Source: an optimization exercise on an open RTL-to-GDS flow (aim: small area and a short achievable clock period). Production flows keep margins and buffers that such runs may drop. RTL that was checked went through simulation tests only; none was proved equivalent to the original. The flow treats the clock pin as an ideal source. Dropping or thinning the clock tree relies on that and would not hold on a real chip. No activity file was given, so power comes from the tool's default toggle rates.

==> module lightpipe_recv, before the edit <==
module lightpipe_recv(
    input mclk,
    input rst,
    input adat,
    output reg wclk,
    output reg [23:0] word0,
    output reg [23:0] word1,
    output reg [23:0] word2,
    output reg [23:0] word3,
    output reg [23:0] word4,
    output reg [23:0] word5,
    output reg [23:0] word6,
    output reg [23:0] word7,
    output reg [3:0] user
);
reg reset_d, reset_dd;
reg in_d, in_dd, in_ddd;
reg transition;      
reg [5:0] accum;
reg dbit;
wire strobe = accum[1] & accum[0];
always @(posedge mclk) begin
    reset_d <= ~rst;
    reset_dd <= reset_d;
end
always @(posedge mclk)
    if (reset_dd) {in_d, in_dd, in_ddd, transition} <= 4'b0;
    else {in_d, in_dd, in_ddd, transition} <= {adat, in_d, in_dd, in_dd ^ in_ddd};
always @(posedge mclk)
    if (reset_dd || transition) accum <= 6'd0;
    else accum <= accum + 6'd1;
always @(posedge mclk)
    if (reset_dd) dbit <= 1'b0;
    else if (transition) dbit <= 1'b1;
    else if (accum == 6'd4) dbit <= 1'b0;
reg [7:0] framebit;
reg nloss_d;
reg [29:1] sr;
wire stb_next = ~reset_dd & ~transition & accum[1] & ~accum[0];
wire loss_s = accum[5];
wire resync = strobe & ~loss_s & ~nloss_d;
wire [23:0] oword = {sr[29:26], sr[24:21], sr[19:16], sr[14:11], sr[9:6], sr[4:1]};
always @(posedge mclk)
    if (!rst) nloss_d <= 1'b1;
    else if (strobe) nloss_d <= ~loss_s;
always @(posedge mclk)
    if (!rst) framebit <= 8'd0;
    else if (resync) framebit <= 8'd252;
    else if (strobe) framebit <= framebit + 8'd1;
reg at0, at128;
reg [7:0] ldw;
wire ld_pre = stb_next & (loss_s | nloss_d);
wire [7:0] ldw_pre = {
    ld_pre & (framebit == 8'd240), ld_pre & (framebit == 8'd210),
    ld_pre & (framebit == 8'd180), ld_pre & (framebit == 8'd150),
    ld_pre & (framebit == 8'd120), ld_pre & (framebit == 8'd90),
    ld_pre & (framebit == 8'd60),  ld_pre & (framebit == 8'd30)};
wire [7:0] ldw_d;
wire at128_d, fb0_or_reset;
gate_and #(9) u_ldw (.a({ldw_pre, stb_next & (framebit == 8'd128)}), .b({9{rst}}), .y({ldw_d, at128_d}));
orn #(1) u_at0 (.a(framebit == 8'd0), .b_n(rst), .y(fb0_or_reset));
always @(posedge mclk) begin
    at0 <= stb_next & fb0_or_reset;
    at128 <= at128_d;
    ldw <= ldw_d;
end
wire ls, hs;
loadhold u_shs (.sel(strobe), .en(rst), .load(ls), .hold(hs));
wire [29:1] sr_d;
ao22 #(29) u_sr (.a({29{ls}}), .b({dbit, sr[29:2]}), .c({29{hs}}), .d(sr), .y(sr_d));
always @(posedge mclk) sr <= sr_d;
wire lu, hu;
loadhold u_suser (.sel(at0), .en(rst), .load(lu), .hold(hu));
wire [3:0] user_d;
ao22 #(4) u_user (.a({4{lu}}), .b(sr[29:26]), .c({4{hu}}), .d(user), .y(user_d));
always @(posedge mclk) user <= user_d;
always @(posedge mclk)
    if (!rst) wclk <= 1'b0;
    else if (at0) wclk <= 1'b1;
    else if (at128) wclk <= 1'b0;
wire [7:0] L, L1, H;
loadhold #(8) u_sw (.sel(ldw), .en({8{rst}}), .load(L), .hold(H));
orn #(8) u_sw1 (.a(ldw), .b_n({8{rst}}), .y(L1));
wire [7:0] o1_lo;
orn #(8) u_o1 (.a(oword[7:0]), .b_n({8{rst}}), .y(o1_lo));
wire [23:0] o1 = {oword[23:8], o1_lo};
wire [23:0] d0, d1, d2, d3, d4, d5, d6, d7;
ao22 #(24) u_w0 (.a({24{L[0]}}), .b(oword), .c({24{H[0]}}), .d(word0), .y(d0));
ao22 #(24) u_w1 (.a({{16{L[1]}}, {8{L1[1]}}}), .b(o1), .c({24{H[1]}}), .d(word1), .y(d1));
ao22 #(24) u_w2 (.a({24{L[2]}}), .b(oword), .c({24{H[2]}}), .d(word2), .y(d2));
ao22 #(24) u_w3 (.a({{16{L[3]}}, {8{L1[3]}}}), .b(o1), .c({24{H[3]}}), .d(word3), .y(d3));
ao22 #(24) u_w4 (.a({24{L[4]}}), .b(oword), .c({24{H[4]}}), .d(word4), .y(d4));
ao22 #(24) u_w5 (.a({{16{L[5]}}, {8{L1[5]}}}), .b(o1), .c({24{H[5]}}), .d(word5), .y(d5));
ao22 #(24) u_w6 (.a({24{L[6]}}), .b(oword), .c({24{H[6]}}), .d(word6), .y(d6));
ao22 #(24) u_w7 (.a({{16{L[7]}}, {8{L1[7]}}}), .b(o1), .c({24{H[7]}}), .d(word7), .y(d7));
always @(posedge mclk) begin
    word0 <= d0; word1 <= d1; word2 <= d2; word3 <= d3;
    word4 <= d4; word5 <= d5; word6 <= d6; word7 <= d7;
end
endmodule
==> module gate_and, before the edit <==
module gate_and #(parameter W = 1) (
    input [W-1:0] a,
    input [W-1:0] b,
    output [W-1:0] y
);
assign y = a & b;
endmodule
export LEC_CHECK = 0
export CAP_MARGIN = 20
export CORE_MARGIN = 2
export CORE_UTILIZATION = 55
export PLACE_DENSITY = 0.7
export SETUP_SLACK_MARGIN = 1.5
export SLEW_MARGIN = 20
export SYNTH_HIERARCHICAL = 1
create_clock -name core_clock -period 3.0 [get_ports {mclk}]
standard.sh (not shown) runs the stock make flow with config.mk's settings and CLKGATE_MAP_FILE= SYNTH_SCRIPT=/design/flow/synth_recipe.tcl, a recipe that flattens the netlist after the stock synthesis.
==> flow/flow/run.sh <==
#!/bin/bash
# Standard synthesis and layout (standard.sh), except: the ports are buffered
# by the smallest buffer, and the clock tree is a two-level tree built by
# flow/cts.tcl (settings in flow/cts.env).
set -euo pipefail
HERE=$(pwd)
export BUFFER_PORTS_ARGS="-buffer_cell sky130_fd_sc_hd__buf_1"
export PRE_CTS_TCL=$HERE/flow/cts.tcl
export CLOCK_PORT=mclk
source $HERE/flow/cts.env
bash standard.sh > make.log 2>&1
Other scripts of this flow, unchanged in this note and not shown: flow/flow/cts.env, flow/flow/cts.tcl
The first run ran to the end with no violations.
Next try:
--- a/flow/design.v
+++ b/flow/design.v
@@ -13,20 +13,20 @@
     output reg [23:0] word7,
     output reg [3:0] user
 );
 reg reset_d, reset_dd;
-reg in_d, in_dd, in_ddd;
-reg transition;      
+reg in_d, in_dd, in_ddd, in_dddd;
 reg [5:0] accum;
 reg dbit;
+wire transition = in_dddd ^ in_ddd;
 wire strobe = accum[1] & accum[0];
 always @(posedge mclk) begin
     reset_d <= ~rst;
     reset_dd <= reset_d;
 end
 always @(posedge mclk)
-    if (reset_dd) {in_d, in_dd, in_ddd, transition} <= 4'b0;
-    else {in_d, in_dd, in_ddd, transition} <= {adat, in_d, in_dd, in_dd ^ in_ddd};
+    if (reset_dd) {in_d, in_dd, in_ddd, in_dddd} <= 4'b0;
+    else {in_d, in_dd, in_ddd, in_dddd} <= {adat, in_d, in_dd, in_ddd};
 always @(posedge mclk)
     if (reset_dd || transition) accum <= 6'd0;
     else accum <= accum + 6'd1;
 always @(posedge mclk)
@@ -48,22 +48,20 @@
     else if (resync) framebit <= 8'd252;
     else if (strobe) framebit <= framebit + 8'd1;
 reg at0, at128;
 reg [7:0] ldw;
-wire ld_pre = stb_next & (loss_s | nloss_d);
-wire [7:0] ldw_pre = {
-    ld_pre & (framebit == 8'd240), ld_pre & (framebit == 8'd210),
-    ld_pre & (framebit == 8'd180), ld_pre & (framebit == 8'd150),
-    ld_pre & (framebit == 8'd120), ld_pre & (framebit == 8'd90),
-    ld_pre & (framebit == 8'd60),  ld_pre & (framebit == 8'd30)};
-wire [7:0] ldw_d;
-wire at128_d, fb0_or_reset;
-gate_and #(9) u_ldw (.a({ldw_pre, stb_next & (framebit == 8'd128)}), .b({9{rst}}), .y({ldw_d, at128_d}));
-orn #(1) u_at0 (.a(framebit == 8'd0), .b_n(rst), .y(fb0_or_reset));
+wire ld_next = rst & stb_next & (loss_s | nloss_d);
 always @(posedge mclk) begin
-    at0 <= stb_next & fb0_or_reset;
-    at128 <= at128_d;
-    ldw <= ldw_d;
+    at0 <= stb_next & (~rst | (framebit == 8'd0));
+    at128 <= rst & stb_next & (framebit == 8'd128);
+    ldw[0] <= ld_next & (framebit == 8'd30);
+    ldw[1] <= ld_next & (framebit == 8'd60);
+    ldw[2] <= ld_next & (framebit == 8'd90);
+    ldw[3] <= ld_next & (framebit == 8'd120);
+    ldw[4] <= ld_next & (framebit == 8'd150);
+    ldw[5] <= ld_next & (framebit == 8'd180);
+    ldw[6] <= ld_next & (framebit == 8'd210);
+    ldw[7] <= ld_next & (framebit == 8'd240);
 end
 wire ls, hs;
 loadhold u_shs (.sel(strobe), .en(rst), .load(ls), .hold(hs));
 wire [29:1] sr_d;
@@ -122,11 +120,4 @@
     output [W-1:0] y
 );
 assign y = a | ~b_n;
 endmodule
-module gate_and #(parameter W = 1) (
-    input [W-1:0] a,
-    input [W-1:0] b,
-    output [W-1:0] y
-);
-assign y = a & b;
-endmodule
Outcome:
- worst setup slack gets worse by 0.074 ns
- clock power stays flat
- via count came out higher by 0.58%
- cell area decreases by 0.81%
- register-to-register slack loses 0.11 ns
- clock skew is higher by 0.024 ns
Function not checked in the second run of this note: the RTL went through the layout flow alone. In every run of this note, the design's own scripts or RTL, not TritonCTS, make the clock network.

---

== the baseline ==
The RTL this note starts from:
==> flow/design.v <==
module lightpipe_recv(
    input mclk,
    input rst,
    input adat,
    output reg wclk,
    output reg [23:0] word0,
    output reg [23:0] word1,
    output reg [23:0] word2,
    output reg [23:0] word3,
    output reg [23:0] word4,
    output reg [23:0] word5,
    output reg [23:0] word6,
    output reg [23:0] word7,
    output reg [3:0] user
);
reg reset_d, reset_dd;
reg in_d, in_dd, in_ddd, in_dddd;
reg [5:0] accum;
reg dbit;
wire transition = in_dddd ^ in_ddd;
wire strobe = accum[1] & accum[0];
always @(posedge mclk) begin
    reset_d <= ~rst;
    reset_dd <= reset_d;
end
always @(posedge mclk)
    if (reset_dd) {in_d, in_dd, in_ddd, in_dddd} <= 4'b0;
    else {in_d, in_dd, in_ddd, in_dddd} <= {adat, in_d, in_dd, in_ddd};
always @(posedge mclk)
    if (reset_dd || transition) accum <= 6'd0;
    else accum <= accum + 6'd1;
always @(posedge mclk)
    if (reset_dd) dbit <= 1'b0;
    else if (transition) dbit <= 1'b1;
    else if (accum == 6'd4) dbit <= 1'b0;
reg [7:0] framebit;
reg nloss_d;
reg [29:1] sr;
wire loss_s = accum[5];
wire resync = strobe & ~loss_s & ~nloss_d;
wire ld = strobe & (loss_s | nloss_d);
wire [23:0] oword = {sr[29:26], sr[24:21], sr[19:16], sr[14:11], sr[9:6], sr[4:1]};
always @(posedge mclk)
    if (!rst) nloss_d <= 1'b1;
    else if (strobe) nloss_d <= ~loss_s;
always @(posedge mclk)
    if (!rst) framebit <= 8'd0;
    else if (resync) framebit <= 8'd252;
    else if (strobe) framebit <= framebit + 8'd1;
wire ls = strobe & rst;
wire hs = ~strobe & rst;
wire [29:1] sr_d;
ao22 #(29) u_sr (.a({29{ls}}), .b({dbit, sr[29:2]}), .c({29{hs}}), .d(sr), .y(sr_d));
always @(posedge mclk) sr <= sr_d;
wire at0 = strobe & (framebit == 8'd0);
wire lu = at0 & rst;
wire hu = ~at0 & rst;
wire [3:0] user_d;
ao22 #(4) u_user (.a({4{lu}}), .b(sr[29:26]), .c({4{hu}}), .d(user), .y(user_d));
always @(posedge mclk) user <= user_d;
always @(posedge mclk)
    if (!rst) wclk <= 1'b0;
    else if (at0) wclk <= 1'b1;
    else if (strobe & (framebit == 8'd128)) wclk <= 1'b0;
wire [7:0] ldw;
assign ldw[0] = ld & (framebit == 8'd30);
assign ldw[1] = ld & (framebit == 8'd60);
assign ldw[2] = ld & (framebit == 8'd90);
assign ldw[3] = ld & (framebit == 8'd120);
assign ldw[4] = ld & (framebit == 8'd150);
assign ldw[5] = ld & (framebit == 8'd180);
assign ldw[6] = ld & (framebit == 8'd210);
assign ldw[7] = ld & (framebit == 8'd240);
wire [7:0] L = ldw & {8{rst}};           
wire [7:0] L1 = ldw | {8{~rst}};         
wire [7:0] H = ~ldw & {8{rst}};          
wire [23:0] o1 = {oword[23:8], oword[7:0] | {8{~rst}}};
wire [23:0] d0, d1, d2, d3, d4, d5, d6, d7;
ao22 #(24) u_w0 (.a({24{L[0]}}), .b(oword), .c({24{H[0]}}), .d(word0), .y(d0));
ao22 #(24) u_w1 (.a({{16{L[1]}}, {8{L1[1]}}}), .b(o1), .c({24{H[1]}}), .d(word1), .y(d1));
ao22 #(24) u_w2 (.a({24{L[2]}}), .b(oword), .c({24{H[2]}}), .d(word2), .y(d2));
ao22 #(24) u_w3 (.a({{16{L[3]}}, {8{L1[3]}}}), .b(o1), .c({24{H[3]}}), .d(word3), .y(d3));
ao22 #(24) u_w4 (.a({24{L[4]}}), .b(oword), .c({24{H[4]}}), .d(word4), .y(d4));
ao22 #(24) u_w5 (.a({{16{L[5]}}, {8{L1[5]}}}), .b(o1), .c({24{H[5]}}), .d(word5), .y(d5));
ao22 #(24) u_w6 (.a({24{L[6]}}), .b(oword), .c({24{H[6]}}), .d(word6), .y(d6));
ao22 #(24) u_w7 (.a({{16{L[7]}}, {8{L1[7]}}}), .b(o1), .c({24{H[7]}}), .d(word7), .y(d7));
always @(posedge mclk) begin
    word0 <= d0; word1 <= d1; word2 <= d2; word3 <= d3;
    word4 <= d4; word5 <= d5; word6 <= d6; word7 <= d7;
end
endmodule
module ao22 #(parameter W = 1) (
    input [W-1:0] a,
    input [W-1:0] b,
    input [W-1:0] c,
    input [W-1:0] d,
    output [W-1:0] y
);
assign y = (a & b) | (c & d);
endmodule
export LEC_CHECK = 0
export CAP_MARGIN = 20
export CORE_MARGIN = 2
export CORE_UTILIZATION = 55
export PLACE_DENSITY = 0.7
export SETUP_SLACK_MARGIN = 1.5
export SLEW_MARGIN = 20
export SYNTH_HIERARCHICAL = 1
create_clock -name core_clock -period 3.0 [get_ports {mclk}]
Scripts as last shown in full above: flow/flow/run.sh
Other scripts of this flow, unchanged in this note and not shown: flow/flow/cts.env, flow/flow/cts.tcl
#### Input delta (the candidate over the baseline)
--- a/flow/design.v
+++ b/flow/design.v
@@ -33,47 +33,52 @@
     if (reset_dd) dbit <= 1'b0;
     else if (transition) dbit <= 1'b1;
     else if (accum == 6'd4) dbit <= 1'b0;
 reg [7:0] framebit;
 reg nloss_d;
 reg [29:1] sr;
+wire stb_next = ~reset_dd & ~transition & accum[1] & ~accum[0];
 wire loss_s = accum[5];
 wire resync = strobe & ~loss_s & ~nloss_d;
-wire ld = strobe & (loss_s | nloss_d);
 wire [23:0] oword = {sr[29:26], sr[24:21], sr[19:16], sr[14:11], sr[9:6], sr[4:1]};
 always @(posedge mclk)
     if (!rst) nloss_d <= 1'b1;
     else if (strobe) nloss_d <= ~loss_s;
 always @(posedge mclk)
     if (!rst) framebit <= 8'd0;
     else if (resync) framebit <= 8'd252;
     else if (strobe) framebit <= framebit + 8'd1;
+reg at0, at128;
+reg [7:0] ldw;
+wire ld_next = rst & stb_next & (loss_s | nloss_d);
+always @(posedge mclk) begin
+    at0 <= stb_next & (~rst | (framebit == 8'd0));
+    at128 <= rst & stb_next & (framebit == 8'd128);
+    ldw[0] <= ld_next & (framebit == 8'd30);
+    ldw[1] <= ld_next & (framebit == 8'd60);
+    ldw[2] <= ld_next & (framebit == 8'd90);
+    ldw[3] <= ld_next & (framebit == 8'd120);
+    ldw[4] <= ld_next & (framebit == 8'd150);
+    ldw[5] <= ld_next & (framebit == 8'd180);
+    ldw[6] <= ld_next & (framebit == 8'd210);
+    ldw[7] <= ld_next & (framebit == 8'd240);
+end
 wire ls = strobe & rst;
 wire hs = ~strobe & rst;
 wire [29:1] sr_d;
 ao22 #(29) u_sr (.a({29{ls}}), .b({dbit, sr[29:2]}), .c({29{hs}}), .d(sr), .y(sr_d));
 always @(posedge mclk) sr <= sr_d;
-wire at0 = strobe & (framebit == 8'd0);
 wire lu = at0 & rst;
 wire hu = ~at0 & rst;
 wire [3:0] user_d;
 ao22 #(4) u_user (.a({4{lu}}), .b(sr[29:26]), .c({4{hu}}), .d(user), .y(user_d));
 always @(posedge mclk) user <= user_d;
 always @(posedge mclk)
     if (!rst) wclk <= 1'b0;
     else if (at0) wclk <= 1'b1;
-    else if (strobe & (framebit == 8'd128)) wclk <= 1'b0;
-wire [7:0] ldw;
-assign ldw[0] = ld & (framebit == 8'd30);
-assign ldw[1] = ld & (framebit == 8'd60);
-assign ldw[2] = ld & (framebit == 8'd90);
-assign ldw[3] = ld & (framebit == 8'd120);
-assign ldw[4] = ld & (framebit == 8'd150);
-assign ldw[5] = ld & (framebit == 8'd180);
-assign ldw[6] = ld & (framebit == 8'd210);
-assign ldw[7] = ld & (framebit == 8'd240);
+    else if (at128) wclk <= 1'b0;
 wire [7:0] L = ldw & {8{rst}};           
 wire [7:0] L1 = ldw | {8{~rst}};         
 wire [7:0] H = ~ldw & {8{rst}};          
 wire [23:0] o1 = {oword[23:8], oword[7:0] | {8{~rst}}};
 wire [23:0] d0, d1, d2, d3, d4, d5, d6, d7;
 ao22 #(24) u_w0 (.a({24{L[0]}}), .b(oword), .c({24{H[0]}}), .d(word0), .y(d0));
--- outcome ---
Going from the baseline to the candidate, simple-gate area share of the yosys netlist shows an increase of 1.8 points; power in the clock group held steady; proportion of layout cells with a drive suffix above 1 has decreased.
The worst hold slack reported for the candidate is greater than that of the baseline by 0.0072 ns.
Compared with the baseline, the candidate shows final instance count without filler cells that has gone down by a few percent.
From the baseline to the candidate the numbers moved as follows: multi-input combinational area share lower, global-route wire length before repair down 4700 um.
Delta (the candidate minus the baseline): number of placed cells counting well taps went up 25; met3 routing resource usage after global routing went down 2.8 points; starting DRC count in detailed routing went down 235; clock tree skew after final layout went down 0.014 ns.
Worst setup slack (lower): the baseline
Of the baseline and the candidate, the baseline shows the lower post-synthesis cell area, with the candidate above it.
Function not checked in the baseline: the RTL went through the layout flow alone. In every run of this note, the design's own scripts or RTL, not TritonCTS, make the clock network.

-- afterwards: timing with drivers on the ports --
The results above use ideal ports. As a check the final layouts listed here were re-extracted and re-timed, cells and wires unchanged.
Step 1: set_driving_cell puts a clkbuf_16 on mclk and a buf_2 on each other input, an assumption about the parent block.
Step 2 moves the port delays by t, midway between the first and last clock arrival at a register: inputs arrive t later, outputs are due t later. That takes back most of the time a late clock gives input paths.
Three values: ideal, step 1, step 2; two values: the first two.
run | t, ns | setup WS [ns] | hold slack, ns | worst setup path at the end
the first run of note 1 | 0.315 | 1.521 / 1.511 / 1.372 | 0.328 / 0.329 / 0.329 | input to register
the second run of note 1 | 0.330 | 1.447 / 1.463 / 1.232 | 0.327 / 0.327 / 0.327 | input to register
the baseline | 0.392 | 1.090 / 1.090 / 0.892 | 0.335 / 0.335 / 0.335 | input to register
the candidate | 0.386 | 1.534 / 1.448 / 1.220 | 0.342 / 0.342 / 0.342 | input to register
After both steps setup and hold are still met in every run listed. The setup slack of the candidate, which loses most, moves by -0.086 ns with the drivers and by -0.314 ns with both steps.
